Source: an optimization exercise on an open RTL-to-GDS flow (aim: small area and a short achievable clock period). Production flows keep margins and buffers that such runs may drop. In this exercise RTL edits were held to simulation tests only and were not proved equivalent to the original. Power is estimated from default activity; no workload was simulated.

==> flow/design.v <==
module alu_design #(parameter OPERAND_WIDTH = 16, parameter CMD_WIDTH = 4)(
	input CLK, RST, MODE, CE, CIN,
	input [CMD_WIDTH-1:0] CMD,
	input [1:0] INP_VALID,
	input [OPERAND_WIDTH-1:0] OPA, OPB,
	output reg ERR, OFLOW, E, G, L,
	output reg COUT,
	output reg [(2*OPERAND_WIDTH)-1:0] RES
);
	wire in_v11 = INP_VALID == 2'b11;
	wire in_vA  = INP_VALID == 2'b01;
	wire in_vB  = INP_VALID == 2'b10;
	wire in_add_ok = (in_v11 && (CMD <= 4'd7 || CMD == 4'd11 || CMD == 4'd12)) ||
	                 (in_vA && (CMD == 4'd4 || CMD == 4'd5)) ||
	                 (in_vB && (CMD == 4'd6 || CMD == 4'd7));
	wire in_mul = in_v11 && (CMD == 4'd9 || CMD == 4'd10);
	wire in_cmp = in_v11 && (CMD == 4'd8 || CMD == 4'd11 || CMD == 4'd12);
	wire in_lok = (in_v11 && CMD <= 4'd13) ||
	              (in_vA && (CMD == 4'd6 || CMD == 4'd8 || CMD == 4'd9)) ||
	              (in_vB && (CMD == 4'd7 || CMD == 4'd10 || CMD == 4'd11));
	wire in_rot_err = in_v11 && (CMD == 4'd12 || CMD == 4'd13) && (|OPB[15:5]);
	wire in_err = MODE ? !(in_add_ok || in_mul || in_cmp) : (!in_lok || in_rot_err);
	reg [15:0] a, b;
	reg [3:0] cmd;
	reg xb, yb, yi, c0, xs;
	reg sgn;     
	always @(posedge CLK) begin
		a <= (CMD == 4'd10) ? {OPA[14:0], 1'b0} : OPA;
		b <= OPB;
		cmd <= CMD;
		xb <= CMD == 4'd6 || CMD == 4'd7;
		yb <= CMD <= 4'd3 || CMD == 4'd11 || CMD == 4'd12;
		yi <= CMD == 4'd12 || (CMD <= 4'd7 && CMD[0]);
		c0 <= CMD == 4'd12 || CMD == 4'd1 || CMD == 4'd4 || CMD == 4'd6 ||
		      (CMD == 4'd2 && CIN) || (CMD == 4'd3 && !CIN);
		xs <= CMD == 4'd11 || CMD == 4'd12;
		sgn <= CMD != 4'd8;
	end
	reg c_add, c_mul, c_arith, c_log, c_nerr, c_cmp;
	reg c_ofsub, c_of11v, c_of11n, c_of12v, c_of12n, c_ofidle, c_cout;
	always @(posedge CLK or posedge RST) begin
		if (RST) begin
			c_add <= 1'b0; c_mul <= 1'b0; c_arith <= 1'b0; c_log <= 1'b0;
			c_nerr <= 1'b0; c_cmp <= 1'b0;
			c_ofsub <= 1'b0; c_of11v <= 1'b0; c_of11n <= 1'b0;
			c_of12v <= 1'b0; c_of12n <= 1'b0; c_ofidle <= 1'b0; c_cout <= 1'b0;
		end else begin
			c_add   <= CE && MODE && in_add_ok;
			c_mul   <= CE && MODE && in_mul;
			c_arith <= CE && MODE;
			c_log   <= CE && !MODE && in_lok;
			c_nerr  <= CE && !in_err;
			c_cmp   <= CE && MODE && in_cmp;
			c_ofsub <= CE && MODE && (CMD == 4'd1 || CMD == 4'd3 || CMD == 4'd5 || CMD == 4'd7);
			c_of11v <= CE && MODE && CMD == 4'd11 && in_v11;
			c_of11n <= CE && MODE && CMD == 4'd11 && !in_v11;
			c_of12v <= CE && MODE && CMD == 4'd12 && in_v11;
			c_of12n <= CE && MODE && CMD == 4'd12 && !in_v11;
			c_ofidle <= CE && MODE && ((CMD == 4'd3 && CIN) || CMD == 4'd5 || CMD == 4'd7);
			c_cout  <= CE && MODE && in_add_ok &&
			           (CMD == 4'd0 || CMD == 4'd2 || CMD == 4'd4 || CMD == 4'd6 || CMD == 4'd11);
		end
	end
	wire [15:0] ax = xb ? b : a;
	wire [15:0] ay = (b & {16{yb}}) ^ {16{yi}};
	wire xe = xs & ax[15];
	wire ye = xs ? ay[15] : yi;
	wire [16:0] sum = {xe, ax} + {ye, ay} + {16'b0, c0};
	wire eq = a == b;
	wire lt = {a[15] ^ sgn, a[14:0]} < {b[15] ^ sgn, b[14:0]};
	wire [3:0] rs = cmd[0] ? (4'd0 - b[3:0]) : b[3:0];
	wire [15:0] r1 = rs[0] ? {a[14:0], a[15]} : a;
	wire [15:0] r2 = rs[1] ? {r1[13:0], r1[15:14]} : r1;
	wire [15:0] r3 = rs[2] ? {r2[11:0], r2[15:12]} : r2;
	wire [15:0] rot = rs[3] ? {r3[7:0], r3[15:8]} : r3;
	reg [15:0] lres;
	always @(*) begin
		case (cmd)
			4'd0: lres = a & b;
			4'd1: lres = ~(a & b);
			4'd2: lres = a | b;
			4'd3: lres = ~(a | b);
			4'd4: lres = a ^ b;
			4'd5: lres = ~(a ^ b);
			4'd6: lres = ~a;
			4'd7: lres = ~b;
			4'd8: lres = a >> 1;
			4'd9: lres = a << 1;
			4'd10: lres = b >> 1;
			4'd11: lres = b << 1;
			default: lres = rot;
		endcase
	end
	wire m9 = cmd[0];
	wire [31:0] ts, tc, td;
	wire [15:0] na, nb, pp [0:15];
	wire [15:0] a9, b9;
	genvar gi, gj;
	generate for (gi = 0; gi < 16; gi = gi + 1) begin : g_in
		mt_inv u_na (.a(a[gi]), .y(na[gi]));
		mt_inv u_nb (.a(b[gi]), .y(nb[gi]));
		mt_and u_a9 (.a(a[gi]), .b(m9), .y(a9[gi]));
		mt_and u_b9 (.a(b[gi]), .b(m9), .y(b9[gi]));
		for (gj = 0; gj < 16; gj = gj + 1) begin : g_pp
			mt_nor u_pp (.a(na[gi]), .b(nb[gj]), .y(pp[gi][gj]));
		end
	end endgenerate
	wire [196:0] fs, fc;
	wire [28:0] hs, hc;
	mt_ha u_ha0 (.a(a9[11]), .b(b9[11]), .s(hs[0]), .co(hc[0]));
	mt_fa u_fa0 (.a(a9[12]), .b(b9[12]), .c(pp[0][12]), .s(fs[0]), .co(fc[0]));
	mt_ha u_ha1 (.a(pp[10][2]), .b(pp[11][1]), .s(hs[1]), .co(hc[1]));
	mt_fa u_fa1 (.a(a9[13]), .b(b9[13]), .c(pp[0][13]), .s(fs[1]), .co(fc[1]));
	mt_fa u_fa2 (.a(pp[10][3]), .b(pp[11][2]), .c(pp[12][1]), .s(fs[2]), .co(fc[2]));
	mt_ha u_ha2 (.a(pp[13][0]), .b(pp[1][12]), .s(hs[2]), .co(hc[2]));
	mt_fa u_fa3 (.a(a9[14]), .b(b9[14]), .c(pp[0][14]), .s(fs[3]), .co(fc[3]));
	mt_fa u_fa4 (.a(pp[10][4]), .b(pp[11][3]), .c(pp[12][2]), .s(fs[4]), .co(fc[4]));
	mt_fa u_fa5 (.a(pp[13][1]), .b(pp[14][0]), .c(pp[1][13]), .s(fs[5]), .co(fc[5]));
	mt_ha u_ha3 (.a(pp[2][12]), .b(pp[3][11]), .s(hs[3]), .co(hc[3]));
	mt_fa u_fa6 (.a(a9[15]), .b(b9[15]), .c(pp[0][15]), .s(fs[6]), .co(fc[6]));
	mt_fa u_fa7 (.a(pp[10][5]), .b(pp[11][4]), .c(pp[12][3]), .s(fs[7]), .co(fc[7]));
	mt_fa u_fa8 (.a(pp[13][2]), .b(pp[14][1]), .c(pp[15][0]), .s(fs[8]), .co(fc[8]));
	mt_fa u_fa9 (.a(pp[1][14]), .b(pp[2][13]), .c(pp[3][12]), .s(fs[9]), .co(fc[9]));
	mt_ha u_ha4 (.a(pp[4][11]), .b(pp[5][10]), .s(hs[4]), .co(hc[4]));
	mt_fa u_fa10 (.a(pp[10][6]), .b(pp[11][5]), .c(pp[12][4]), .s(fs[10]), .co(fc[10]));
	mt_fa u_fa11 (.a(pp[13][3]), .b(pp[14][2]), .c(pp[15][1]), .s(fs[11]), .co(fc[11]));
	mt_fa u_fa12 (.a(pp[1][15]), .b(pp[2][14]), .c(pp[3][13]), .s(fs[12]), .co(fc[12]));
	mt_ha u_ha5 (.a(pp[4][12]), .b(pp[5][11]), .s(hs[5]), .co(hc[5]));
	mt_fa u_fa13 (.a(pp[10][7]), .b(pp[11][6]), .c(pp[12][5]), .s(fs[13]), .co(fc[13]));
	mt_fa u_fa14 (.a(pp[13][4]), .b(pp[14][3]), .c(pp[15][2]), .s(fs[14]), .co(fc[14]));
	mt_ha u_ha6 (.a(pp[2][15]), .b(pp[3][14]), .s(hs[6]), .co(hc[6]));
	mt_fa u_fa15 (.a(pp[10][8]), .b(pp[11][7]), .c(pp[12][6]), .s(fs[15]), .co(fc[15]));
	mt_ha u_ha7 (.a(pp[13][5]), .b(pp[14][4]), .s(hs[7]), .co(hc[7]));
	mt_ha u_ha8 (.a(pp[10][9]), .b(pp[11][8]), .s(hs[8]), .co(hc[8]));
	mt_ha u_ha9 (.a(a9[7]), .b(b9[7]), .s(hs[9]), .co(hc[9]));
	mt_fa u_fa16 (.a(a9[8]), .b(b9[8]), .c(pp[0][8]), .s(fs[16]), .co(fc[16]));
	mt_ha u_ha10 (.a(pp[1][7]), .b(pp[2][6]), .s(hs[10]), .co(hc[10]));
	mt_fa u_fa17 (.a(a9[9]), .b(b9[9]), .c(pp[0][9]), .s(fs[17]), .co(fc[17]));
	mt_fa u_fa18 (.a(pp[1][8]), .b(pp[2][7]), .c(pp[3][6]), .s(fs[18]), .co(fc[18]));
	mt_ha u_ha11 (.a(pp[4][5]), .b(pp[5][4]), .s(hs[11]), .co(hc[11]));
	mt_fa u_fa19 (.a(a9[10]), .b(b9[10]), .c(pp[0][10]), .s(fs[19]), .co(fc[19]));
	mt_fa u_fa20 (.a(pp[10][0]), .b(pp[1][9]), .c(pp[2][8]), .s(fs[20]), .co(fc[20]));
	mt_fa u_fa21 (.a(pp[3][7]), .b(pp[4][6]), .c(pp[5][5]), .s(fs[21]), .co(fc[21]));
	mt_ha u_ha12 (.a(pp[6][4]), .b(pp[7][3]), .s(hs[12]), .co(hc[12]));
	mt_fa u_fa22 (.a(pp[0][11]), .b(pp[10][1]), .c(pp[11][0]), .s(fs[22]), .co(fc[22]));
	mt_fa u_fa23 (.a(pp[1][10]), .b(pp[2][9]), .c(pp[3][8]), .s(fs[23]), .co(fc[23]));
	mt_fa u_fa24 (.a(pp[4][7]), .b(pp[5][6]), .c(pp[6][5]), .s(fs[24]), .co(fc[24]));
	mt_fa u_fa25 (.a(pp[7][4]), .b(pp[8][3]), .c(pp[9][2]), .s(fs[25]), .co(fc[25]));
	mt_fa u_fa26 (.a(pp[12][0]), .b(pp[1][11]), .c(pp[2][10]), .s(fs[26]), .co(fc[26]));
	mt_fa u_fa27 (.a(pp[3][9]), .b(pp[4][8]), .c(pp[5][7]), .s(fs[27]), .co(fc[27]));
	mt_fa u_fa28 (.a(pp[6][6]), .b(pp[7][5]), .c(pp[8][4]), .s(fs[28]), .co(fc[28]));
	mt_fa u_fa29 (.a(pp[9][3]), .b(hc[0]), .c(hs[1]), .s(fs[29]), .co(fc[29]));
	mt_fa u_fa30 (.a(pp[2][11]), .b(pp[3][10]), .c(pp[4][9]), .s(fs[30]), .co(fc[30]));
	mt_fa u_fa31 (.a(pp[5][8]), .b(pp[6][7]), .c(pp[7][6]), .s(fs[31]), .co(fc[31]));
	mt_fa u_fa32 (.a(pp[8][5]), .b(pp[9][4]), .c(hc[1]), .s(fs[32]), .co(fc[32]));
	mt_fa u_fa33 (.a(hs[2]), .b(fc[0]), .c(fs[1]), .s(fs[33]), .co(fc[33]));
	mt_fa u_fa34 (.a(pp[4][10]), .b(pp[5][9]), .c(pp[6][8]), .s(fs[34]), .co(fc[34]));
	mt_fa u_fa35 (.a(pp[7][7]), .b(pp[8][6]), .c(pp[9][5]), .s(fs[35]), .co(fc[35]));
	mt_fa u_fa36 (.a(hc[2]), .b(hs[3]), .c(fc[1]), .s(fs[36]), .co(fc[36]));
	mt_fa u_fa37 (.a(fc[2]), .b(fs[3]), .c(fs[4]), .s(fs[37]), .co(fc[37]));
	mt_fa u_fa38 (.a(pp[6][9]), .b(pp[7][8]), .c(pp[8][7]), .s(fs[38]), .co(fc[38]));
	mt_fa u_fa39 (.a(pp[9][6]), .b(hc[3]), .c(hs[4]), .s(fs[39]), .co(fc[39]));
	mt_fa u_fa40 (.a(fc[3]), .b(fc[4]), .c(fc[5]), .s(fs[40]), .co(fc[40]));
	mt_fa u_fa41 (.a(fs[6]), .b(fs[7]), .c(fs[8]), .s(fs[41]), .co(fc[41]));
	mt_fa u_fa42 (.a(pp[6][10]), .b(pp[7][9]), .c(pp[8][8]), .s(fs[42]), .co(fc[42]));
	mt_fa u_fa43 (.a(pp[9][7]), .b(hc[4]), .c(hs[5]), .s(fs[43]), .co(fc[43]));
	mt_fa u_fa44 (.a(fc[6]), .b(fc[7]), .c(fc[8]), .s(fs[44]), .co(fc[44]));
	mt_fa u_fa45 (.a(fc[9]), .b(fs[10]), .c(fs[11]), .s(fs[45]), .co(fc[45]));
	mt_fa u_fa46 (.a(pp[4][13]), .b(pp[5][12]), .c(pp[6][11]), .s(fs[46]), .co(fc[46]));
	mt_fa u_fa47 (.a(pp[7][10]), .b(pp[8][9]), .c(pp[9][8]), .s(fs[47]), .co(fc[47]));
	mt_fa u_fa48 (.a(hc[5]), .b(hs[6]), .c(fc[10]), .s(fs[48]), .co(fc[48]));
	mt_fa u_fa49 (.a(fc[11]), .b(fc[12]), .c(fs[13]), .s(fs[49]), .co(fc[49]));
	mt_fa u_fa50 (.a(pp[15][3]), .b(pp[3][15]), .c(pp[4][14]), .s(fs[50]), .co(fc[50]));
	mt_fa u_fa51 (.a(pp[5][13]), .b(pp[6][12]), .c(pp[7][11]), .s(fs[51]), .co(fc[51]));
	mt_fa u_fa52 (.a(pp[8][10]), .b(pp[9][9]), .c(hc[6]), .s(fs[52]), .co(fc[52]));
	mt_fa u_fa53 (.a(hs[7]), .b(fc[13]), .c(fc[14]), .s(fs[53]), .co(fc[53]));
	mt_fa u_fa54 (.a(pp[12][7]), .b(pp[13][6]), .c(pp[14][5]), .s(fs[54]), .co(fc[54]));
	mt_fa u_fa55 (.a(pp[15][4]), .b(pp[4][15]), .c(pp[5][14]), .s(fs[55]), .co(fc[55]));
	mt_fa u_fa56 (.a(pp[6][13]), .b(pp[7][12]), .c(pp[8][11]), .s(fs[56]), .co(fc[56]));
	mt_fa u_fa57 (.a(pp[9][10]), .b(hc[7]), .c(hs[8]), .s(fs[57]), .co(fc[57]));
	mt_fa u_fa58 (.a(pp[10][10]), .b(pp[11][9]), .c(pp[12][8]), .s(fs[58]), .co(fc[58]));
	mt_fa u_fa59 (.a(pp[13][7]), .b(pp[14][6]), .c(pp[15][5]), .s(fs[59]), .co(fc[59]));
	mt_fa u_fa60 (.a(pp[5][15]), .b(pp[6][14]), .c(pp[7][13]), .s(fs[60]), .co(fc[60]));
	mt_ha u_ha13 (.a(pp[8][12]), .b(pp[9][11]), .s(hs[13]), .co(hc[13]));
	mt_fa u_fa61 (.a(pp[10][11]), .b(pp[11][10]), .c(pp[12][9]), .s(fs[61]), .co(fc[61]));
	mt_fa u_fa62 (.a(pp[13][8]), .b(pp[14][7]), .c(pp[15][6]), .s(fs[62]), .co(fc[62]));
	mt_ha u_ha14 (.a(pp[6][15]), .b(pp[7][14]), .s(hs[14]), .co(hc[14]));
	mt_fa u_fa63 (.a(pp[10][12]), .b(pp[11][11]), .c(pp[12][10]), .s(fs[63]), .co(fc[63]));
	mt_ha u_ha15 (.a(pp[13][9]), .b(pp[14][8]), .s(hs[15]), .co(hc[15]));
	mt_ha u_ha16 (.a(pp[10][13]), .b(pp[11][12]), .s(hs[16]), .co(hc[16]));
	mt_ha u_ha17 (.a(a9[4]), .b(b9[4]), .s(hs[17]), .co(hc[17]));
	mt_fa u_fa64 (.a(a9[5]), .b(b9[5]), .c(pp[0][5]), .s(fs[64]), .co(fc[64]));
	mt_ha u_ha18 (.a(pp[1][4]), .b(pp[2][3]), .s(hs[18]), .co(hc[18]));
	mt_fa u_fa65 (.a(a9[6]), .b(b9[6]), .c(pp[0][6]), .s(fs[65]), .co(fc[65]));
	mt_fa u_fa66 (.a(pp[1][5]), .b(pp[2][4]), .c(pp[3][3]), .s(fs[66]), .co(fc[66]));
	mt_ha u_ha19 (.a(pp[4][2]), .b(pp[5][1]), .s(hs[19]), .co(hc[19]));
	mt_fa u_fa67 (.a(pp[0][7]), .b(pp[1][6]), .c(pp[2][5]), .s(fs[67]), .co(fc[67]));
	mt_fa u_fa68 (.a(pp[3][4]), .b(pp[4][3]), .c(pp[5][2]), .s(fs[68]), .co(fc[68]));
	mt_fa u_fa69 (.a(pp[6][1]), .b(pp[7][0]), .c(hs[9]), .s(fs[69]), .co(fc[69]));
	mt_fa u_fa70 (.a(pp[3][5]), .b(pp[4][4]), .c(pp[5][3]), .s(fs[70]), .co(fc[70]));
	mt_fa u_fa71 (.a(pp[6][2]), .b(pp[7][1]), .c(pp[8][0]), .s(fs[71]), .co(fc[71]));
	mt_fa u_fa72 (.a(hc[9]), .b(hs[10]), .c(fs[16]), .s(fs[72]), .co(fc[72]));
	mt_fa u_fa73 (.a(pp[6][3]), .b(pp[7][2]), .c(pp[8][1]), .s(fs[73]), .co(fc[73]));
	mt_fa u_fa74 (.a(pp[9][0]), .b(hc[10]), .c(hs[11]), .s(fs[74]), .co(fc[74]));
	mt_fa u_fa75 (.a(fc[16]), .b(fs[17]), .c(fs[18]), .s(fs[75]), .co(fc[75]));
	mt_fa u_fa76 (.a(pp[8][2]), .b(pp[9][1]), .c(hc[11]), .s(fs[76]), .co(fc[76]));
	mt_fa u_fa77 (.a(hs[12]), .b(fc[17]), .c(fc[18]), .s(fs[77]), .co(fc[77]));
	mt_fa u_fa78 (.a(fs[19]), .b(fs[20]), .c(fs[21]), .s(fs[78]), .co(fc[78]));
	mt_fa u_fa79 (.a(hs[0]), .b(hc[12]), .c(fc[19]), .s(fs[79]), .co(fc[79]));
	mt_fa u_fa80 (.a(fc[20]), .b(fc[21]), .c(fs[22]), .s(fs[80]), .co(fc[80]));
	mt_fa u_fa81 (.a(fs[23]), .b(fs[24]), .c(fs[25]), .s(fs[81]), .co(fc[81]));
	mt_fa u_fa82 (.a(fc[22]), .b(fc[23]), .c(fc[24]), .s(fs[82]), .co(fc[82]));
	mt_fa u_fa83 (.a(fc[25]), .b(fs[0]), .c(fs[26]), .s(fs[83]), .co(fc[83]));
	mt_fa u_fa84 (.a(fs[27]), .b(fs[28]), .c(fs[29]), .s(fs[84]), .co(fc[84]));
	mt_fa u_fa85 (.a(fc[26]), .b(fc[27]), .c(fc[28]), .s(fs[85]), .co(fc[85]));
	mt_fa u_fa86 (.a(fs[2]), .b(fs[30]), .c(fs[31]), .s(fs[86]), .co(fc[86]));
	mt_fa u_fa87 (.a(fc[29]), .b(fs[32]), .c(fs[33]), .s(fs[87]), .co(fc[87]));
	mt_fa u_fa88 (.a(fc[30]), .b(fc[31]), .c(fs[34]), .s(fs[88]), .co(fc[88]));
	mt_fa u_fa89 (.a(fs[35]), .b(fs[5]), .c(fc[32]), .s(fs[89]), .co(fc[89]));
	mt_fa u_fa90 (.a(fc[33]), .b(fs[36]), .c(fs[37]), .s(fs[90]), .co(fc[90]));
	mt_fa u_fa91 (.a(fc[34]), .b(fc[35]), .c(fs[38]), .s(fs[91]), .co(fc[91]));
	mt_fa u_fa92 (.a(fs[9]), .b(fc[36]), .c(fs[39]), .s(fs[92]), .co(fc[92]));
	mt_fa u_fa93 (.a(fc[37]), .b(fs[40]), .c(fs[41]), .s(fs[93]), .co(fc[93]));
	mt_fa u_fa94 (.a(fc[38]), .b(fs[12]), .c(fs[42]), .s(fs[94]), .co(fc[94]));
	mt_fa u_fa95 (.a(fc[39]), .b(fc[40]), .c(fs[43]), .s(fs[95]), .co(fc[95]));
	mt_fa u_fa96 (.a(fc[41]), .b(fs[44]), .c(fs[45]), .s(fs[96]), .co(fc[96]));
	mt_fa u_fa97 (.a(fc[42]), .b(fs[14]), .c(fs[46]), .s(fs[97]), .co(fc[97]));
	mt_fa u_fa98 (.a(fs[47]), .b(fc[43]), .c(fc[44]), .s(fs[98]), .co(fc[98]));
	mt_fa u_fa99 (.a(fc[45]), .b(fs[48]), .c(fs[49]), .s(fs[99]), .co(fc[99]));
	mt_fa u_fa100 (.a(fc[46]), .b(fc[47]), .c(fs[15]), .s(fs[100]), .co(fc[100]));
	mt_fa u_fa101 (.a(fs[50]), .b(fs[51]), .c(fs[52]), .s(fs[101]), .co(fc[101]));
	mt_fa u_fa102 (.a(fc[48]), .b(fc[49]), .c(fs[53]), .s(fs[102]), .co(fc[102]));
	mt_fa u_fa103 (.a(fc[15]), .b(fc[50]), .c(fc[51]), .s(fs[103]), .co(fc[103]));
	mt_fa u_fa104 (.a(fs[54]), .b(fs[55]), .c(fs[56]), .s(fs[104]), .co(fc[104]));
	mt_fa u_fa105 (.a(fc[52]), .b(fc[53]), .c(fs[57]), .s(fs[105]), .co(fc[105]));
	mt_fa u_fa106 (.a(hc[8]), .b(hs[13]), .c(fc[54]), .s(fs[106]), .co(fc[106]));
	mt_fa u_fa107 (.a(fc[55]), .b(fc[56]), .c(fs[58]), .s(fs[107]), .co(fc[107]));
	mt_fa u_fa108 (.a(fs[59]), .b(fs[60]), .c(fc[57]), .s(fs[108]), .co(fc[108]));
	mt_fa u_fa109 (.a(pp[8][13]), .b(pp[9][12]), .c(hc[13]), .s(fs[109]), .co(fc[109]));
	mt_fa u_fa110 (.a(hs[14]), .b(fc[58]), .c(fc[59]), .s(fs[110]), .co(fc[110]));
	mt_fa u_fa111 (.a(fc[60]), .b(fs[61]), .c(fs[62]), .s(fs[111]), .co(fc[111]));
	mt_fa u_fa112 (.a(pp[15][7]), .b(pp[7][15]), .c(pp[8][14]), .s(fs[112]), .co(fc[112]));
	mt_fa u_fa113 (.a(pp[9][13]), .b(hc[14]), .c(hs[15]), .s(fs[113]), .co(fc[113]));
	mt_fa u_fa114 (.a(fc[61]), .b(fc[62]), .c(fs[63]), .s(fs[114]), .co(fc[114]));
	mt_fa u_fa115 (.a(pp[12][11]), .b(pp[13][10]), .c(pp[14][9]), .s(fs[115]), .co(fc[115]));
	mt_fa u_fa116 (.a(pp[15][8]), .b(pp[8][15]), .c(pp[9][14]), .s(fs[116]), .co(fc[116]));
	mt_fa u_fa117 (.a(hc[15]), .b(hs[16]), .c(fc[63]), .s(fs[117]), .co(fc[117]));
	mt_fa u_fa118 (.a(pp[10][14]), .b(pp[11][13]), .c(pp[12][12]), .s(fs[118]), .co(fc[118]));
	mt_fa u_fa119 (.a(pp[13][11]), .b(pp[14][10]), .c(pp[15][9]), .s(fs[119]), .co(fc[119]));
	mt_ha u_ha20 (.a(pp[9][15]), .b(hc[16]), .s(hs[20]), .co(hc[20]));
	mt_fa u_fa120 (.a(pp[10][15]), .b(pp[11][14]), .c(pp[12][13]), .s(fs[120]), .co(fc[120]));
	mt_ha u_ha21 (.a(pp[13][12]), .b(pp[14][11]), .s(hs[21]), .co(hc[21]));
	mt_ha u_ha22 (.a(pp[11][15]), .b(pp[12][14]), .s(hs[22]), .co(hc[22]));
	mt_ha u_ha23 (.a(a9[2]), .b(b9[2]), .s(hs[23]), .co(hc[23]));
	mt_fa u_fa121 (.a(a9[3]), .b(b9[3]), .c(pp[0][3]), .s(fs[121]), .co(fc[121]));
	mt_ha u_ha24 (.a(pp[1][2]), .b(pp[2][1]), .s(hs[24]), .co(hc[24]));
	mt_fa u_fa122 (.a(pp[0][4]), .b(pp[1][3]), .c(pp[2][2]), .s(fs[122]), .co(fc[122]));
	mt_fa u_fa123 (.a(pp[3][1]), .b(pp[4][0]), .c(hs[17]), .s(fs[123]), .co(fc[123]));
	mt_fa u_fa124 (.a(pp[3][2]), .b(pp[4][1]), .c(pp[5][0]), .s(fs[124]), .co(fc[124]));
	mt_fa u_fa125 (.a(hc[17]), .b(hs[18]), .c(fs[64]), .s(fs[125]), .co(fc[125]));
	mt_fa u_fa126 (.a(pp[6][0]), .b(hc[18]), .c(hs[19]), .s(fs[126]), .co(fc[126]));
	mt_fa u_fa127 (.a(fc[64]), .b(fs[65]), .c(fs[66]), .s(fs[127]), .co(fc[127]));
	mt_fa u_fa128 (.a(hc[19]), .b(fc[65]), .c(fc[66]), .s(fs[128]), .co(fc[128]));
	mt_fa u_fa129 (.a(fs[67]), .b(fs[68]), .c(fs[69]), .s(fs[129]), .co(fc[129]));
	mt_fa u_fa130 (.a(fc[67]), .b(fc[68]), .c(fs[70]), .s(fs[130]), .co(fc[130]));
	mt_fa u_fa131 (.a(fs[71]), .b(fc[69]), .c(fs[72]), .s(fs[131]), .co(fc[131]));
	mt_fa u_fa132 (.a(fc[70]), .b(fc[71]), .c(fs[73]), .s(fs[132]), .co(fc[132]));
	mt_fa u_fa133 (.a(fs[74]), .b(fc[72]), .c(fs[75]), .s(fs[133]), .co(fc[133]));
	mt_fa u_fa134 (.a(fc[73]), .b(fc[74]), .c(fs[76]), .s(fs[134]), .co(fc[134]));
	mt_fa u_fa135 (.a(fc[75]), .b(fs[77]), .c(fs[78]), .s(fs[135]), .co(fc[135]));
	mt_fa u_fa136 (.a(fc[76]), .b(fc[77]), .c(fc[78]), .s(fs[136]), .co(fc[136]));
	mt_fa u_fa137 (.a(fs[79]), .b(fs[80]), .c(fs[81]), .s(fs[137]), .co(fc[137]));
	mt_fa u_fa138 (.a(fc[79]), .b(fc[80]), .c(fc[81]), .s(fs[138]), .co(fc[138]));
	mt_fa u_fa139 (.a(fs[82]), .b(fs[83]), .c(fs[84]), .s(fs[139]), .co(fc[139]));
	mt_fa u_fa140 (.a(fc[82]), .b(fc[83]), .c(fs[85]), .s(fs[140]), .co(fc[140]));
	mt_fa u_fa141 (.a(fs[86]), .b(fc[84]), .c(fs[87]), .s(fs[141]), .co(fc[141]));
	mt_fa u_fa142 (.a(fc[85]), .b(fc[86]), .c(fs[88]), .s(fs[142]), .co(fc[142]));
	mt_fa u_fa143 (.a(fs[89]), .b(fc[87]), .c(fs[90]), .s(fs[143]), .co(fc[143]));
	mt_fa u_fa144 (.a(fc[88]), .b(fc[89]), .c(fs[91]), .s(fs[144]), .co(fc[144]));
	mt_fa u_fa145 (.a(fs[92]), .b(fc[90]), .c(fs[93]), .s(fs[145]), .co(fc[145]));
	mt_fa u_fa146 (.a(fc[91]), .b(fs[94]), .c(fc[92]), .s(fs[146]), .co(fc[146]));
	mt_fa u_fa147 (.a(fs[95]), .b(fc[93]), .c(fs[96]), .s(fs[147]), .co(fc[147]));
	mt_fa u_fa148 (.a(fc[94]), .b(fs[97]), .c(fc[95]), .s(fs[148]), .co(fc[148]));
	mt_fa u_fa149 (.a(fs[98]), .b(fc[96]), .c(fs[99]), .s(fs[149]), .co(fc[149]));
	mt_fa u_fa150 (.a(fc[97]), .b(fs[100]), .c(fc[98]), .s(fs[150]), .co(fc[150]));
	mt_fa u_fa151 (.a(fs[101]), .b(fs[102]), .c(fc[99]), .s(fs[151]), .co(fc[151]));
	mt_fa u_fa152 (.a(fc[100]), .b(fs[103]), .c(fs[104]), .s(fs[152]), .co(fc[152]));
	mt_fa u_fa153 (.a(fc[101]), .b(fc[102]), .c(fs[105]), .s(fs[153]), .co(fc[153]));
	mt_fa u_fa154 (.a(fc[103]), .b(fc[104]), .c(fs[106]), .s(fs[154]), .co(fc[154]));
	mt_fa u_fa155 (.a(fs[107]), .b(fc[105]), .c(fs[108]), .s(fs[155]), .co(fc[155]));
	mt_fa u_fa156 (.a(fs[109]), .b(fc[106]), .c(fc[107]), .s(fs[156]), .co(fc[156]));
	mt_fa u_fa157 (.a(fs[110]), .b(fs[111]), .c(fc[108]), .s(fs[157]), .co(fc[157]));
	mt_fa u_fa158 (.a(fs[112]), .b(fc[109]), .c(fc[110]), .s(fs[158]), .co(fc[158]));
	mt_fa u_fa159 (.a(fs[113]), .b(fc[111]), .c(fs[114]), .s(fs[159]), .co(fc[159]));
	mt_fa u_fa160 (.a(fc[112]), .b(fs[115]), .c(fs[116]), .s(fs[160]), .co(fc[160]));
	mt_fa u_fa161 (.a(fc[113]), .b(fc[114]), .c(fs[117]), .s(fs[161]), .co(fc[161]));
	mt_fa u_fa162 (.a(fc[115]), .b(fc[116]), .c(fs[118]), .s(fs[162]), .co(fc[162]));
	mt_fa u_fa163 (.a(fs[119]), .b(hs[20]), .c(fc[117]), .s(fs[163]), .co(fc[163]));
	mt_fa u_fa164 (.a(pp[15][10]), .b(hs[21]), .c(fc[118]), .s(fs[164]), .co(fc[164]));
	mt_fa u_fa165 (.a(fc[119]), .b(hc[20]), .c(fs[120]), .s(fs[165]), .co(fc[165]));
	mt_fa u_fa166 (.a(pp[13][13]), .b(pp[14][12]), .c(pp[15][11]), .s(fs[166]), .co(fc[166]));
	mt_fa u_fa167 (.a(hc[21]), .b(hs[22]), .c(fc[120]), .s(fs[167]), .co(fc[167]));
	mt_fa u_fa168 (.a(pp[12][15]), .b(pp[13][14]), .c(pp[14][13]), .s(fs[168]), .co(fc[168]));
	mt_ha u_ha25 (.a(pp[15][12]), .b(hc[22]), .s(hs[25]), .co(hc[25]));
	mt_ha u_ha26 (.a(pp[13][15]), .b(pp[14][14]), .s(hs[26]), .co(hc[26]));
	mt_ha u_ha27 (.a(a9[0]), .b(b9[0]), .s(hs[27]), .co(hc[27]));
	mt_fa u_fa169 (.a(a9[1]), .b(b9[1]), .c(pp[0][1]), .s(fs[169]), .co(fc[169]));
	mt_fa u_fa170 (.a(pp[0][2]), .b(pp[1][1]), .c(pp[2][0]), .s(fs[170]), .co(fc[170]));
	mt_fa u_fa171 (.a(pp[3][0]), .b(hc[23]), .c(hs[24]), .s(fs[171]), .co(fc[171]));
	mt_fa u_fa172 (.a(hc[24]), .b(fc[121]), .c(fs[122]), .s(fs[172]), .co(fc[172]));
	mt_fa u_fa173 (.a(fc[122]), .b(fs[124]), .c(fc[123]), .s(fs[173]), .co(fc[173]));
	mt_fa u_fa174 (.a(fc[124]), .b(fs[126]), .c(fc[125]), .s(fs[174]), .co(fc[174]));
	mt_fa u_fa175 (.a(fc[126]), .b(fc[127]), .c(fs[128]), .s(fs[175]), .co(fc[175]));
	mt_fa u_fa176 (.a(fc[128]), .b(fs[130]), .c(fc[129]), .s(fs[176]), .co(fc[176]));
	mt_fa u_fa177 (.a(fc[130]), .b(fs[132]), .c(fc[131]), .s(fs[177]), .co(fc[177]));
	mt_fa u_fa178 (.a(fc[132]), .b(fs[134]), .c(fc[133]), .s(fs[178]), .co(fc[178]));
	mt_fa u_fa179 (.a(fc[134]), .b(fs[136]), .c(fc[135]), .s(fs[179]), .co(fc[179]));
	mt_fa u_fa180 (.a(fc[136]), .b(fs[138]), .c(fc[137]), .s(fs[180]), .co(fc[180]));
	mt_fa u_fa181 (.a(fc[138]), .b(fs[140]), .c(fc[139]), .s(fs[181]), .co(fc[181]));
	mt_fa u_fa182 (.a(fc[140]), .b(fs[142]), .c(fc[141]), .s(fs[182]), .co(fc[182]));
	mt_fa u_fa183 (.a(fc[142]), .b(fs[144]), .c(fc[143]), .s(fs[183]), .co(fc[183]));
	mt_fa u_fa184 (.a(fc[144]), .b(fs[146]), .c(fc[145]), .s(fs[184]), .co(fc[184]));
	mt_fa u_fa185 (.a(fc[146]), .b(fs[148]), .c(fc[147]), .s(fs[185]), .co(fc[185]));
	mt_fa u_fa186 (.a(fc[148]), .b(fs[150]), .c(fc[149]), .s(fs[186]), .co(fc[186]));
	mt_fa u_fa187 (.a(fs[152]), .b(fc[150]), .c(fc[151]), .s(fs[187]), .co(fc[187]));
	mt_fa u_fa188 (.a(fs[154]), .b(fc[152]), .c(fc[153]), .s(fs[188]), .co(fc[188]));
	mt_fa u_fa189 (.a(fc[154]), .b(fs[156]), .c(fc[155]), .s(fs[189]), .co(fc[189]));
	mt_fa u_fa190 (.a(fs[158]), .b(fc[156]), .c(fs[159]), .s(fs[190]), .co(fc[190]));
	mt_fa u_fa191 (.a(fs[160]), .b(fc[158]), .c(fs[161]), .s(fs[191]), .co(fc[191]));
	mt_fa u_fa192 (.a(fc[160]), .b(fs[162]), .c(fs[163]), .s(fs[192]), .co(fc[192]));
	mt_fa u_fa193 (.a(fc[162]), .b(fs[164]), .c(fs[165]), .s(fs[193]), .co(fc[193]));
	mt_fa u_fa194 (.a(fs[166]), .b(fc[164]), .c(fc[165]), .s(fs[194]), .co(fc[194]));
	mt_fa u_fa195 (.a(fc[166]), .b(fs[168]), .c(hs[25]), .s(fs[195]), .co(fc[195]));
	mt_fa u_fa196 (.a(pp[15][13]), .b(hs[26]), .c(fc[168]), .s(fs[196]), .co(fc[196]));
	mt_ha u_ha28 (.a(pp[14][15]), .b(pp[15][14]), .s(hs[28]), .co(hc[28]));
	assign ts[0] = m9;
	assign tc[0] = pp[0][0];
	assign td[0] = hs[27];
	assign ts[1] = pp[1][0];
	assign tc[1] = hc[27];
	assign td[1] = fs[169];
	assign ts[2] = hs[23];
	assign tc[2] = fc[169];
	assign td[2] = fs[170];
	assign ts[3] = fc[170];
	assign tc[3] = fs[121];
	assign td[3] = fs[171];
	assign ts[4] = fs[123];
	assign tc[4] = fc[171];
	assign td[4] = fs[172];
	assign ts[5] = fc[172];
	assign tc[5] = fs[125];
	assign td[5] = fs[173];
	assign ts[6] = fc[173];
	assign tc[6] = fs[127];
	assign td[6] = fs[174];
	assign ts[7] = fs[129];
	assign tc[7] = fc[174];
	assign td[7] = fs[175];
	assign ts[8] = fc[175];
	assign tc[8] = fs[131];
	assign td[8] = fs[176];
	assign ts[9] = fc[176];
	assign tc[9] = fs[133];
	assign td[9] = fs[177];
	assign ts[10] = fs[135];
	assign tc[10] = fc[177];
	assign td[10] = fs[178];
	assign ts[11] = fs[137];
	assign tc[11] = fc[178];
	assign td[11] = fs[179];
	assign ts[12] = fc[179];
	assign tc[12] = fs[139];
	assign td[12] = fs[180];
	assign ts[13] = fc[180];
	assign tc[13] = fs[141];
	assign td[13] = fs[181];
	assign ts[14] = fs[143];
	assign tc[14] = fc[181];
	assign td[14] = fs[182];
	assign ts[15] = fs[145];
	assign tc[15] = fc[182];
	assign td[15] = fs[183];
	assign ts[16] = fs[147];
	assign tc[16] = fc[183];
	assign td[16] = fs[184];
	assign ts[17] = fs[149];
	assign tc[17] = fc[184];
	assign td[17] = fs[185];
	assign ts[18] = fs[151];
	assign tc[18] = fc[185];
	assign td[18] = fs[186];
	assign ts[19] = fs[153];
	assign tc[19] = fc[186];
	assign td[19] = fs[187];
	assign ts[20] = fs[155];
	assign tc[20] = fc[187];
	assign td[20] = fs[188];
	assign ts[21] = fs[157];
	assign tc[21] = fc[188];
	assign td[21] = fs[189];
	assign ts[22] = fc[157];
	assign tc[22] = fc[189];
	assign td[22] = fs[190];
	assign ts[23] = fc[159];
	assign tc[23] = fc[190];
	assign td[23] = fs[191];
	assign ts[24] = fc[161];
	assign tc[24] = fc[191];
	assign td[24] = fs[192];
	assign ts[25] = fc[163];
	assign tc[25] = fs[193];
	assign td[25] = fc[192];
	assign ts[26] = fs[167];
	assign tc[26] = fs[194];
	assign td[26] = fc[193];
	assign ts[27] = fc[167];
	assign tc[27] = fs[195];
	assign td[27] = fc[194];
	assign ts[28] = hc[25];
	assign tc[28] = fs[196];
	assign td[28] = fc[195];
	assign ts[29] = hc[26];
	assign tc[29] = hs[28];
	assign td[29] = fc[196];
	assign ts[30] = pp[15][15];
	assign tc[30] = hc[28];
	assign td[30] = 1'b0;
	assign ts[31] = 1'b0;
	assign tc[31] = 1'b0;
	assign td[31] = 1'b0;
	reg [31:0] PS, PC, PD;
	reg pvalid;
	wire [31:0] p2s = PS ^ PC ^ PD;
	wire [31:0] p2c = (PS & PC) | (PS & PD) | (PC & PD);
	wire [31:0] P = p2s + {p2c[30:0], 1'b0};
	wire pv = c_mul & pvalid;
	wire [31:0] res_n = {{15{pv}} & P[31:17],
	                     (c_add & sum[16]) | (pv & P[16]),
	                     ({16{c_add}} & sum[15:0]) | ({16{c_log}} & lres) | ({16{pv}} & P[15:0])};
	wire ovf_s = (ax[15] ~^ ay[15]) & (sum[15] ^ ax[15]);
	wire oflow_n = (c_ofsub & sum[16]) | ((c_of11v | c_of12v) & ovf_s) |
	               (c_of11n & a[15] & b[15]) | (c_of12n & a[15] & ~b[15]);
	wire oflow_idle_n = c_ofidle | (c_of11v & sum[15]);
	wire cout_n = c_cout & sum[16];
	reg oflow_idle;
	always @(posedge CLK or posedge RST) begin
		if (RST) begin
			RES <= 32'd0;
			ERR <= 1'b0; E <= 1'b0; G <= 1'b0; L <= 1'b0;
			OFLOW <= 1'b0; oflow_idle <= 1'b0; COUT <= 1'b0;
			pvalid <= 1'b0;
		end else if (CE) begin
			RES <= res_n;
			ERR <= !c_nerr;
			E <= c_cmp & eq;
			G <= c_cmp & !eq & !lt;
			L <= c_cmp & !eq & lt;
			OFLOW <= oflow_n; oflow_idle <= oflow_idle_n; COUT <= cout_n;
			if (c_arith)
				pvalid <= c_mul;
		end else begin
			ERR <= 1'b0; E <= 1'b0; G <= 1'b0; L <= 1'b0;
			OFLOW <= oflow_idle;
		end
	end
	always @(posedge CLK) begin
		if (CE && c_mul) begin
			PS <= ts;
			PC <= tc;
			PD <= td;
		end
	end
endmodule
module mt_fa(input a, input b, input c, output s, output co);
	assign s = a ^ b ^ c;
	assign co = (a & b) | (a & c) | (b & c);
endmodule
module mt_ha(input a, input b, output s, output co);
	assign s = a ^ b;
	assign co = a & b;
endmodule
module mt_inv(input a, output y);
	assign y = ~a;
endmodule
module mt_nand(input a, input b, output y);
	assign y = ~(a & b);
endmodule
module mt_and(input a, input b, output y);
	assign y = a & b;
endmodule
module mt_nor(input a, input b, output y);
	assign y = ~(a | b);
endmodule
module mt_muxi(input s, input d1, input d0, output y);
	assign y = ~(s ? d1 : d0);
endmodule
==> flow/run.sh <==
#!/bin/bash
# synth_recipe.tcl (not shown) runs the flow's synth.tcl, then flattens the netlist and writes it again
# the make line also repeats each setting of config.mk as NAME=value (left out here)
make -C /OpenROAD-flow-scripts/flow DESIGN_CONFIG=/design/flow/config.mk WORK_HOME=/design/flow/orfs CLKGATE_MAP_FILE= SYNTH_SCRIPT=/design/flow/synth_recipe.tcl finish
==> flow/config.mk <==
export PLATFORM = sky130hd
export DESIGN_NAME = alu_design
export DESIGN_NICKNAME = alu_design
export VERILOG_FILES = /design/flow/design.v
export SDC_FILE = /design/flow/constraint.sdc
export NUM_CORES = 4
export LEC_CHECK = 0
export CAP_MARGIN = 20
export CORE_MARGIN = 2
export CORE_UTILIZATION = 40
export SETUP_SLACK_MARGIN = 4.8
export SLEW_MARGIN = 20
export SYNTH_HIERARCHICAL = 1
==> flow/constraint.sdc <==
create_clock -name core_clock -period 8.0 [get_ports {CLK}]
set_input_delay 1.6000 -clock core_clock [delete_from_list [all_inputs] [get_ports {CLK}]]
set_output_delay 1.6000 -clock core_clock [all_outputs]
set_load 0.01 [all_outputs]
==> qor.txt, run 1 <==
status -> no timing/DRC/antenna violations
Setup WS post-layout -> 4760 ps
crit path max fanout -> 4
Slew Limit Fails -> 0
setup TNS -> 0 ps
clk slew on worst S/H paths -> 80 ps
Area growth syn-to-layout -> 20.9%
Yosys cell types -> 84
Synthesized Nets -> 2274
Mapped Cells -> 1878
first-pass GRT wire length -> 96600 µm
ANT nets after route -> 0
GP Congestion -> 1.00
Core Box Area -> 0.0463 mm²
Initial Util -> 40.2%
WHS Endpoint -> ERR
Core Rows -> 79
max frequency -> 0.309 GHz
Die Y-Extent -> 220 µm
Yosys warnings -> 7
grt ovf -> 0
vias per cell -> 5.92
Max Cap Viol -> 0
I/O pin cnt -> 81
vias -> 15771
WL final -> 63300 µm
Hold Path Stages -> 1
sequential fraction of the synthesis area -> 26.5%
Routed WL per cell -> 23.8 µm
Mapped Avg Cell Area -> 9.90 µm²
antenna diode count -> 0
Worst Clk Skew -> 17.1 ps
drt pass-1 iters -> 6
Worst Path Required -> 8210 ps
critical path capture point type -> register
Final Hold Vio Count -> 0
Worst-Skew Late Latency -> 480 ps
CTS buffer count -> 17
vias in the first global route -> 15941
Sequential Area -> 0.00503 mm²
peak supply drop -> 0.000131 V
area taken by multi-input logic gates -> 0.0135 mm²
Synth Cell Area -> 0.0186 mm²
initial antenna violation count -> 2
Worst setup SP type -> register
I/O Buffers -> 80
crit path time final -> 3240 ps
Post-synth ARST share -> 28.3%
DRC Markers -> 0
EDFF count, synth -> 92
Final setup viols -> 0
largest net degree at the start of global routing -> 85
actual slew at the worst max-slew pin -> 933 ps
Die W -> 220 µm
RR Startpoint -> a[15]
WP data arrival -> 3450 ps
Setup WS pre-CTS -> 3930 ps
CTS tree -> done
FF-to-FF setup slack -> 4760 ps
HP Start -> c_nerr
Final Power -> 3.42 mW
Clock Tree Buf Depth -> 2
clk root buf -> clkbuf_16
share of cells above drive strength 1 -> 18.7%
CTS sink cnt -> 187
Synth Flop Type -> edfxtp_1
GRT Total Usage -> 27.0%
htree depth -> 4
Hold WC Path Type -> reg -> reg
final period utilization -> 40.4%
Initial DRC Count -> 2186
capturing point of the worst reg2reg path -> PD[17]
RSZ-0062 raised after global routing -> yes
final core utilization -> 48.6%
Yosys reg bits -> 187
Die Footprint -> 0.0482 mm²
max_slew headroom -> 37.8%
critical path type -> reg -> reg
cells on worst reg2reg path -> 8
detailed placement HPWL -> 43500 µm
leakage power -> 9.41 nW
Fillers -> 4245
pwr dens -> 152 mW/mm²
Post-layout nets -> 2442
==> Yosys cell counts, types with 25 or more instances <==
cell | instances | area (µm²)
fa_1 | 230 | 4600
nand3_1 | 31 | 155
nand2_1 | 122 | 458
xnor2_1 | 39 | 342
nor2_1 | 351 | 1320
inv_1 | 100 | 375
nor3_1 | 26 | 130
mux2i_1 | 42 | 420
edfxtp_1 | 92 | 2760
dfxtp_1 | 42 | 841
clkbuf_1 | 42 | 158
dfrtp_1 | 53 | 1330
and2_1 | 41 | 257
ha_1 | 123 | 1540
a21oi_1 | 97 | 485
o21ai_0 | 73 | 365
mux2_2 | 25 | 282
==> per-module statistics from Yosys (local to each module, per instance) <==
module      copies in the design  area [µm²]  flip-flops and latches  cells inside
alu_design                     1       13000                     187          1332
mt_inv                        32        3.75                       0             1
mt_ha                         29        12.5                       0             1
mt_fa                        197        20.0                       0             1
mt_and                        32        6.26                       0             1
mt_nor                       256        3.75                       0             1
==> placed cells by master (no fill, tap or decap), types with 12 or more instances in the layout <==
master and n:
clkbuf_16 18, a22o_1 13, inv_1 66, dfxtp_1 13, nor2_1 326, mux2i_1 40
nand2_1 121, and2_1 40, a21oi_1 88, nor2_2 24, o21ai_0 68, xor2_1 15
ha_1 117, nor2b_1 18, xnor2_1 36, a21o_1 14, a31oi_1 15, o22ai_1 13
dfxtp_4 27, a22oi_1 12, clkdlybuf4s50_1 75, o211ai_1 14, fa_2 29, nor3_1 25
fa_1 201, mux2_2 25, buf_4 117, dfrtp_1 53, nand3_1 31, nand2b_1 15
edfxtp_1 92, a221oi_1 13, clkinvlp_4 18
==> layer usage <==
| metal | vias to the layer above | GRT usage, % | wire (µm) |
|---|---|---|---|
| li1 | 6896 | - | - |
| met1 | 7839 | 35.8 | 25700 |
| met2 | 855 | 42.1 | 28700 |
| met3 | 179 | 5.09 | 5690 |
| met4 | 2 | 14.3 | 3250 |
| met5 | - | 0 | 13 |
==> critical path: stages (launching register included) <==
cell and delay [ps]:
dfxtp_2 350, buf_12 120, clkinvlp_4 150, nor2_2 150, fa_1 450, fa_1 550
fa_1 440, fa_2 360, fa_2 410
==> worst max-delay path by stage <==
stage / cells past startpoint / end / from
floorplan: 14 / OFLOW / b[0]
global placement: 7 / PD[17] / b[2]
detailed placement: 7 / PD[17] / b[2]
CTS: 8 / PD[17] / a[15]
global route: 11 / RES[29] / PD[1]
finish: 8 / PD[17] / a[15]
==> layout make-up <==
type | count | share of cell area [%]
flip-flops and latches | 187 | 22.4
multi-input cells | 1518 | 59.9
repair buffers | 220 | 9.08
clock buffers | 17 | 1.89
inverters | 102 | 2.61
clock inverters | 15 | 0.696
well taps | 607 | 3.38
==> registers in the layout, indices dropped and copies added, names as in the netlist, 4 cells and up <==
signal / flops
a: 16
PD: 30
b: 16
RES: 32
PC: 31
cmd: 4
PS: 31
==> through the flow <==
stage | cells | hold WS [ps] | cell area, µm²
floorplan | 1878 | 373 | 18600
global placement | 2512 | 391 | 20000
detailed placement | 2512 | 387 | 20000
CTS | 2632 | 399 | 21800
global route | 2666 | 411 | 22500
finish | 2666 | 395 | 22500
==> report_power, final <==
group | total [mW] | internal, mW | switching [mW]
clock network | 0.880 | 0.440 | 0.440
logic | 1.39 | 0.609 | 0.785
registers | 1.15 | 1.11 | 0.0385
total | 3.42 | 2.16 | 1.26
==> cells by family after synthesis <==
group / count (synthesis) / share of synthesized area (%)
AND/OR/NAND/NOR: 649 / 15.2
AO/OA/AOI/OAI: 380 / 13.8
adder cells (fa/ha/maj): 353 / 33.0
flip-flops: 187 / 26.5
buffers and inverters: 175 / 3.69
multiplexers: 77 / 4.99
XOR/XNOR: 57 / 2.72
==> repair_timing <==
action                                  CTS  global route
buffers inserted                         86            32
pin swaps                                19            44
hold buffers                              0             0
endpoints found under the setup margin  143            86
resized for setup                       166            97
gates cloned                              2             2
==> run 2, diff against run 1 <==
--- a/flow/design.v
+++ b/flow/design.v
@@ -25,4 +25,5 @@
 	reg xb, yb, yi, c0, xs;
 	reg sgn;     
+	reg [3:0] rs;   
 	always @(posedge CLK) begin
 		a <= (CMD == 4'd10) ? {OPA[14:0], 1'b0} : OPA;
@@ -36,13 +37,14 @@
 		xs <= CMD == 4'd11 || CMD == 4'd12;
 		sgn <= CMD != 4'd8;
+		rs <= (CMD == 4'd13) ? (4'd0 - OPB[3:0]) : OPB[3:0];
 	end
 	reg c_add, c_mul, c_arith, c_log, c_nerr, c_cmp;
-	reg c_ofsub, c_of11v, c_of11n, c_of12v, c_of12n, c_ofidle, c_cout;
+	reg c_ofsub, c_ofsv, c_ofk, c_of11v, c_ofidle, c_cout;
 	always @(posedge CLK or posedge RST) begin
 		if (RST) begin
 			c_add <= 1'b0; c_mul <= 1'b0; c_arith <= 1'b0; c_log <= 1'b0;
 			c_nerr <= 1'b0; c_cmp <= 1'b0;
-			c_ofsub <= 1'b0; c_of11v <= 1'b0; c_of11n <= 1'b0;
-			c_of12v <= 1'b0; c_of12n <= 1'b0; c_ofidle <= 1'b0; c_cout <= 1'b0;
+			c_ofsub <= 1'b0; c_ofsv <= 1'b0; c_ofk <= 1'b0; c_of11v <= 1'b0;
+			c_ofidle <= 1'b0; c_cout <= 1'b0;
 		end else begin
 			c_add   <= CE && MODE && in_add_ok;
@@ -53,8 +55,8 @@
 			c_cmp   <= CE && MODE && in_cmp;
 			c_ofsub <= CE && MODE && (CMD == 4'd1 || CMD == 4'd3 || CMD == 4'd5 || CMD == 4'd7);
+			c_ofsv  <= CE && MODE && (CMD == 4'd11 || CMD == 4'd12) && in_v11;
+			c_ofk   <= CE && MODE && !in_v11 && OPA[15] &&
+			           ((CMD == 4'd11 && OPB[15]) || (CMD == 4'd12 && !OPB[15]));
 			c_of11v <= CE && MODE && CMD == 4'd11 && in_v11;
-			c_of11n <= CE && MODE && CMD == 4'd11 && !in_v11;
-			c_of12v <= CE && MODE && CMD == 4'd12 && in_v11;
-			c_of12n <= CE && MODE && CMD == 4'd12 && !in_v11;
 			c_ofidle <= CE && MODE && ((CMD == 4'd3 && CIN) || CMD == 4'd5 || CMD == 4'd7);
 			c_cout  <= CE && MODE && in_add_ok &&
@@ -69,9 +71,12 @@
 	wire eq = a == b;
 	wire lt = {a[15] ^ sgn, a[14:0]} < {b[15] ^ sgn, b[14:0]};
-	wire [3:0] rs = cmd[0] ? (4'd0 - b[3:0]) : b[3:0];
-	wire [15:0] r1 = rs[0] ? {a[14:0], a[15]} : a;
-	wire [15:0] r2 = rs[1] ? {r1[13:0], r1[15:14]} : r1;
-	wire [15:0] r3 = rs[2] ? {r2[11:0], r2[15:12]} : r2;
-	wire [15:0] rot = rs[3] ? {r3[7:0], r3[15:8]} : r3;
+	wire [15:0] r1, r2, r3, rot;
+	genvar ri;
+	generate for (ri = 0; ri < 16; ri = ri + 1) begin : g_rot
+		mt_muxi u_r1 (.s(rs[0]), .d1(a[(ri + 15) % 16]), .d0(a[ri]), .y(r1[ri]));
+		mt_muxi u_r2 (.s(rs[1]), .d1(r1[(ri + 14) % 16]), .d0(r1[ri]), .y(r2[ri]));
+		mt_muxi u_r3 (.s(rs[2]), .d1(r2[(ri + 12) % 16]), .d0(r2[ri]), .y(r3[ri]));
+		mt_muxi u_r4 (.s(rs[3]), .d1(r3[(ri + 8) % 16]), .d0(r3[ri]), .y(rot[ri]));
+	end endgenerate
 	reg [15:0] lres;
 	always @(*) begin
@@ -440,6 +445,5 @@
 	                     ({16{c_add}} & sum[15:0]) | ({16{c_log}} & lres) | ({16{pv}} & P[15:0])};
 	wire ovf_s = (ax[15] ~^ ay[15]) & (sum[15] ^ ax[15]);
-	wire oflow_n = (c_ofsub & sum[16]) | ((c_of11v | c_of12v) & ovf_s) |
-	               (c_of11n & a[15] & b[15]) | (c_of12n & a[15] & ~b[15]);
+	wire oflow_n = (c_ofsub & sum[16]) | (c_ofsv & ovf_s) | c_ofk;
 	wire oflow_idle_n = c_ofidle | (c_of11v & sum[15]);
 	wire cout_n = c_cout & sum[16];
==> flow/flow/run.sh (new file) <==
#!/bin/bash
set -e
cp standard.sh standard_sh.txt
export BUFFER_PORTS_ARGS="-buffer_cell sky130_fd_sc_hd__buf_1"
bash standard.sh > standard.log 2>&1
==> flow/standard.sh (new file) <==
#!/bin/bash
# synth_recipe.tcl (not shown) runs the flow's synth.tcl, then flattens the netlist and writes it again
# the make line also repeats each setting of config.mk as NAME=value (left out here)
make -C /OpenROAD-flow-scripts/flow DESIGN_CONFIG=/design/flow/config.mk WORK_HOME=/design/flow/orfs CLKGATE_MAP_FILE= SYNTH_SCRIPT=/design/flow/synth_recipe.tcl "${@:-finish}"
--- a/flow/config.mk
+++ b/flow/config.mk
@@ -9,5 +9,5 @@
 export CORE_MARGIN = 2
 export CORE_UTILIZATION = 40
-export SETUP_SLACK_MARGIN = 4.8
+export SETUP_SLACK_MARGIN = 4.6
 export SLEW_MARGIN = 20
 export SYNTH_HIERARCHICAL = 1
removed: flow/run.sh
==> qor.txt, run 2 <==
commonest cells in the netlist -> nor2_1, fa_1, ha_1, inv_1, nand2_1 (was nor2_1, fa_1, ha_1, nand2_1, inv_1)
Initial Util -> 40.6% (was 40.2%)
area taken by multi-input logic gates -> 0.0129 mm² (was 0.0135 mm²)
max_slew headroom -> 39.9% (was 37.8%)
WL final -> 60000 µm (was 63300 µm)
Hold Path Stages -> 1 (unchanged)
final period utilization -> 42.5% (was 40.4%)
multiplexer area fraction after synthesis -> 6.29% (was 4.99%)
crit path time final -> 3400 ps (was 3240 ps)
RSZ-0062 raised after global routing -> yes (unchanged)
CTS tree -> done (unchanged)
RR Startpoint -> a[11] (was a[15])
HP Start -> c_nerr (unchanged)
Post-Synth XOR/XNOR Area -> 3.84% (was 2.72%)
Crit path max-delay family -> adder cells (unchanged)
Final Power -> 3.32 mW (was 3.42 mW)
critical path type -> reg -> reg (unchanged)
Worst Clk Skew -> 15.6 ps (was 17.1 ps)
slowest CP cell -> fa_2 (was fa_1)
I/O pin cnt -> 81 (unchanged)
most common cell in the netlist -> nor2_1 (unchanged)
Hold WC Path Type -> reg -> reg (unchanged)
sequential fraction of the synthesis area -> 26.9% (was 26.5%)
Worst-Skew Late Latency -> 480 ps (about the same)
cells on worst reg2reg path -> 8 (unchanged)
EDFF count, synth -> 92 (unchanged)
Die Footprint -> 0.0479 mm² (was 0.0482 mm²)
Post-synth ARST share -> 27.5% (was 28.3%)
max FFs per register -> 32 (unchanged)
Fillers -> 4200 (was 4245)
actual slew at the worst max-slew pin -> 901 ps (was 933 ps)
pwr dens -> 156 mW/mm² (was 152 mW/mm²)
critical-path cell list -> clkinvlp_4 -> buf_4 -> nor2_1 -> fa_1 -> fa_2 -> fa_1 -> fa_2 -> fa_1 (was buf_12 -> clkinvlp_4 -> nor2_2 -> fa_1 -> fa_1 -> fa_1 -> fa_2 -> fa_2)
antenna diode count -> 0 (unchanged)
Yosys reg bits -> 189 (was 187)
CTS sink cnt -> 189 (was 187)
Initial DRC Count -> 1737 (was 2186)
CTS buffer count -> 17 (unchanged)
Worst Path Required -> 8220 ps (was 8210 ps)
cell taking the most area after synthesis -> fa_1 (unchanged)
critical path capture point type -> register (unchanged)
Setup WS post-layout -> 4600 ps (was 4760 ps)
ANT nets after route -> 0 (unchanged)
Clock Tree Buf Depth -> 2 (unchanged)
Worst path depth -> 8 (unchanged)
setup TNS -> 0 ps (unchanged)
htree depth -> 4 (unchanged)
Die W -> 219 µm (was 220 µm)
Area growth syn-to-layout -> 15.2% (was 20.9%)
Final setup viols -> 0 (unchanged)
commonest non-fill, non-tap cell in the layout -> nor2_1 (unchanged)
drt pass-1 iters -> 6 (unchanged)
Mapped Avg Cell Area -> 10.1 µm² (was 9.90 µm²)
GRT Total Usage -> 25.7% (was 27.0%)
detailed placement HPWL -> 42200 µm (was 43500 µm)
largest cells by area after synthesis -> fa_1, edfxtp_1, ha_1 (unchanged)
crit path max fanout -> 8 (was 4)
largest net degree at the start of global routing -> 63 (was 85)
clk slew on worst S/H paths -> 80 ps (about the same)
vias in the first global route -> 15143 (was 15941)
status -> no timing/DRC/antenna violations (unchanged)
Yosys cell types -> 75 (was 84)
Mapped Cells -> 1832 (was 1878)
grt ovf -> 0 (unchanged)
peak supply drop -> 0.000169 V (was 0.000131 V)
WP data arrival -> 3610 ps (was 3450 ps)
largest family of logic cells by synthesized area -> adder cells (unchanged)
Slew Limit Fails -> 0 (unchanged)
Top reg by flops -> RES (unchanged)
share of cells above drive strength 1 -> 14.3% (was 18.7%)
leakage power -> 9.15 nW (was 9.41 nW)
DRC Markers -> 0 (unchanged)
vias per cell -> 5.72 (was 5.92)
Setup WS pre-CTS -> 4020 ps (was 3930 ps)
initial antenna violation count -> 0 (was 2)
Sequential Area -> 0.00507 mm² (was 0.00503 mm²)
Die Y-Extent -> 219 µm (was 220 µm)
Worst setup SP type -> register (unchanged)
WP buf/inv -> 2 (unchanged)
first-pass GRT wire length -> 91700 µm (was 96600 µm)
most frequent cells in the layout -> nor2_1, fa_1, ha_1 (was nor2_1, fa_1, nand2_1)
Synthesized Nets -> 2228 (was 2274)
biggest regs -> RES x32, PC x31, PS x31 (unchanged)
max frequency -> 0.294 GHz (was 0.309 GHz)
Synth Area in Adders -> 33.3% (was 33.0%)
clk root buf -> clkbuf_16 (unchanged)
Synth Flop Type -> edfxtp_1 (unchanged)
complex-gate fraction of the synthesized area -> 12.4% (was 13.8%)
Max Cap Viol -> 0 (unchanged)
Core Rows -> 78 (was 79)
Routed WL per cell -> 23.0 µm (was 23.8 µm)
GP Congestion -> 0.947 (was 1.00)
Synth Area in Simple Gates -> 13.4% (was 15.2%)
Yosys warnings -> 7 (unchanged)
Final Hold Vio Count -> 0 (unchanged)
Synth Cell Area -> 0.0185 mm² (was 0.0186 mm²)
vias -> 14905 (was 15771)
I/O Buffers -> 80 (unchanged)
Yosys top cell area share -> 25.0% (was 24.8%)
Crit. Startpoint -> a[11] (was a[15])
Core Box Area -> 0.0455 mm² (was 0.0463 mm²)
Top cell by count, worst path -> fa_1 (unchanged)
crit-path max cell delay -> 570 ps (was 550 ps)
Post-layout nets -> 2389 (was 2442)
## run 2: cell count changes in the layout (fill, tap and decap cells not counted), sizes merged, moves of 10 or more
cell,change
xnor2,+14
clkinvlp,+16
a22o,-13
nand2,-17
nor2,-16
o2bb2ai,+15
xor2,+10
buf,+70
mux2i,+45
a21oi,-29
clkdlybuf4s50,-75
## run 2: modules after synthesis, one instance, submodules excluded
module / cell area [µm²] / cells inside
mt_inv: 3.75 / 1
alu_design: 12200 / 1222
mt_ha: 12.5 / 1
mt_muxi: 10.0 / 1
mt_nor: 3.75 / 1
mt_and: 6.26 / 1
mt_fa: 20.0 / 1
## run 2: layer usage
metal,part of all wire (%),global-route usage [%]
met5,0,0
met4,3.7,10.1
met3,6.9,4.09
met2,46,40.6
met1,43,35.3
## run 2: cells by family (layout without fill, tap and decap cells)
kind of cell / Yosys count / count (layout)
DFF: 189 / 189
buffers and inverters: 180 / 354
and+or+nand+nor: 575 / 575
xor gates and xnor gates: 81 / 81
adders and majority gates: 353 / 353
AOI/OAI and AO/OA: 344 / 344
muxes: 110 / 110
## run 2: final timing paths
path / to / slack, ps
worst max-delay path: PD[16] / 4600
worst min-delay path: ERR / 390
worst max register to register: PD[16] / 4600
worst min register to register: ERR / 390
max in group asynchronous: RES[7] / 6250
min in group asynchronous: RES[27] / 1270
## run 2: layout make-up
type,instances,share of cell area (%)
Clock buffer,17,2.00
Timing Repair Buffer,211,6.75
Sequential cell,189,23.8
Tap cell,600,3.53
Inverter,111,2.51
Clock inverter,15,0.718
Multi-Input combinational cell,1463,60.6
## run 2: power breakdown
group	internal, mW	total (mW)	switching, mW
Combinational	0.553	1.28	0.728
Clock	0.413	0.864	0.450
Sequential	1.12	1.17	0.0541
Total	2.09	3.32	1.23
## run 2: metrics by stage
step                      instances  area [µm²]  hold slack (ps)  utilization, %
final                          2606       21200              392            46.7
after detailed placement       2457       19300              390            42.5
after floorplan                1832       18500              373               -
after CTS                      2591       20900              398            46.0
after global routing           2606       21200              417            46.7
after global placement         2457       19300              389            42.5
## run 2: repair_timing
action	4_1_cts	5_1_grt
setup buffers	102	14
endpoints found under the setup margin	42	81
hold buffers	0	0
gates resized for setup	77	51
pin swaps	1	9
cloned	0	1
==> run 3, diff against run 2 <==
--- a/flow/config.mk
+++ b/flow/config.mk
@@ -9,5 +9,5 @@
 export CORE_MARGIN = 2
 export CORE_UTILIZATION = 40
-export SETUP_SLACK_MARGIN = 4.6
+export SETUP_SLACK_MARGIN = 4.8
 export SLEW_MARGIN = 20
 export SYNTH_HIERARCHICAL = 1
==> qor.txt, run 3 <==
DRC Markers -> 0 (unchanged)
Final Power -> 3.39 mW (was 3.32 mW)
biggest regs -> RES x32, PC x31, PS x31 (unchanged)
Area growth syn-to-layout -> 17.1% (was 15.2%)
peak supply drop -> 0.000137 V (was 0.000169 V)
Synthesized Nets -> 2228 (unchanged)
Clock Tree Buf Depth -> 2 (unchanged)
commonest non-fill, non-tap cell in the layout -> nor2_1 (unchanged)
Hold Buf Count CTS -> 0 (unchanged)
crit path max fanout -> 5 (was 8)
ANT nets after route -> 0 (unchanged)
commonest cells in the netlist -> nor2_1, fa_1, ha_1, inv_1, nand2_1 (unchanged)
most frequent cells in the layout -> nor2_1, fa_1, ha_1 (unchanged)
Top reg by flops -> RES (unchanged)
Post-layout nets -> 2384 (was 2389)
Clk pwr share -> 26.7% (was 26.0%)
Die W -> 219 µm (unchanged)
WP buf/inv -> 2 (unchanged)
status -> no timing/DRC/antenna violations (unchanged)
antenna diode count -> 0 (unchanged)
clk slew on worst S/H paths -> 90 ps (was 80 ps)
max FFs per register -> 32 (unchanged)
Inst Count DP -> 2457 (unchanged)
grt ovf -> 0 (unchanged)
Final Hold Vio Count -> 0 (unchanged)
Routed WL per cell -> 22.8 µm (was 23.0 µm)
Post-synth ARST share -> 27.5% (unchanged)
Worst setup SP type -> register (unchanged)
Hold WC Path Type -> reg -> reg (unchanged)
share of cells above drive strength 1 -> 17.1% (was 14.3%)
Top cell by count, worst path -> fa_2 (was fa_1)
Yosys reg bits -> 189 (unchanged)
pwr dens -> 157 mW/mm² (was 156 mW/mm²)
Yosys warnings -> 7 (unchanged)
Worst Path Required -> 8230 ps (was 8220 ps)
Yosys top cell area share -> 25.0% (unchanged)
htree depth -> 4 (unchanged)
largest cells by area after synthesis -> fa_1, edfxtp_1, ha_1 (unchanged)
Synth Cell Area -> 0.0185 mm² (unchanged)
sw frac -> 35.8% (was 37.1%)
final period utilization -> 40.8% (was 42.5%)
drt pass-1 iters -> 5 (was 6)
I/O Buffers -> 80 (unchanged)
Sw Pwr -> 1.21 mW (was 1.23 mW)
actual slew at the worst max-slew pin -> 923 ps (was 901 ps)
critical path type -> reg -> reg (unchanged)
Mapped Cells -> 1832 (unchanged)
first-pass GRT wire length -> 90100 µm (was 91700 µm)
Die Y-Extent -> 219 µm (unchanged)
run 3: cell counts after synthesis:
Identical to the previous run, type by type.
run 3: path summary, 6_finish.rpt:
path | startpoint | to | slack (ps) | depth (start not counted)
setup / recovery | b[5] | PD[18] | 4740 | 8
hold / removal | c_nerr | ERR | 400 | 1
setup reg to reg | b[5] | PD[18] | 4740 | 8
hold reg to reg | c_nerr | ERR | 400 | 1
max in group asynchronous | RST | RES[7] | 6270 | 3
min in group asynchronous | RST | RES[28] | 1270 | 3
run 3: final cells by class:
class                   instances  share of cell area [%]
clock buffers                  21                    2.28
flip-flops and latches        189                    23.5
well taps                     600                    3.48
clock inverters                11                   0.562
multi-input cells            1463                    61.0
repair buffers                206                    6.59
inverters                     111                    2.56
run 3: kinds of logic (layout without fill, tap and decap cells):
family | Yosys count | in the layout | share of synthesized area, %
AO/OA/AOI/OAI | 344 | 344 | 12.4
AND/OR/NAND/NOR | 575 | 575 | 13.4
flip-flops | 189 | 189 | 26.9
XOR/XNOR | 81 | 81 | 3.84
multiplexers | 110 | 110 | 6.29
buffers and inverters | 180 | 349 | 3.82
adder cells (fa/ha/maj) | 353 | 353 | 33.3
run 3: per-stage QoR:
step / worst slack (ps) / area [µm²] / hold slack [ps] / util (%)
global route: 4660 / 21600 / 417 / 47.5
finish: 4740 / 21600 / 397 / 47.5
floorplan: 4670 / 18500 / 373 / -
global placement: 4220 / 19300 / 391 / 42.5
detailed placement: 4210 / 19300 / 402 / 42.5
CTS: 4720 / 21000 / 409 / 46.2
run 3: modules after synthesis, one instance, submodules excluded:
module | cells inside | copies in the design | cell area, µm² | flops+latches
mt_inv | 1 | 32 | 3.75 | 0
mt_fa | 1 | 197 | 20.0 | 0
mt_nor | 1 | 256 | 3.75 | 0
mt_and | 1 | 32 | 6.26 | 0
mt_muxi | 1 | 64 | 10.0 | 0
mt_ha | 1 | 29 | 12.5 | 0
alu_design | 1222 | 1 | 12200 | 189
run 3: power groups by stage:
stage / logic, mW / registers [mW] / clock network [mW]
global route: 1.47 / 1.17 / 0.951
CTS: 1.24 / 1.17 / 0.918
detailed placement: 1.17 / 1.20 / 0
global placement: 1.14 / 1.20 / 0
finish: 1.31 / 1.17 / 0.905
floorplan: 0.815 / 1.18 / 0
run 3: repair_timing:
item	CTS	global route
hold endpoints to repair	0	0
gates cloned	0	1
pin swaps	14	41
endpoints found under the setup margin	123	73
buffers inserted	80	31
resized for setup	136	97
run 3: worst reg2reg max path: cells and delay by family (launching register included):
kind                       cells  cell delay [ps]
buffers and inverters          2              250
adders and majority gates      5             2240
and+or+nand+nor                1              120
DFF                            1              400
run 3: layer usage:
layer,global-route usage (%),routed length (µm),vias up
li1,-,-,6629
met3,3.63,4590,108
met1,34.8,25500,7533
met2,39.7,27100,741
met5,0,0,-
met4,9.55,2170,0

Check on run 3: ideal ports give 4.737 ns setup slack; a clkbuf_16 on the clock port and buf_2 on the inputs give 4.737 ns; moving port delays by the midpoint clock arrival (0.533 ns) as well gives 4.452 ns.
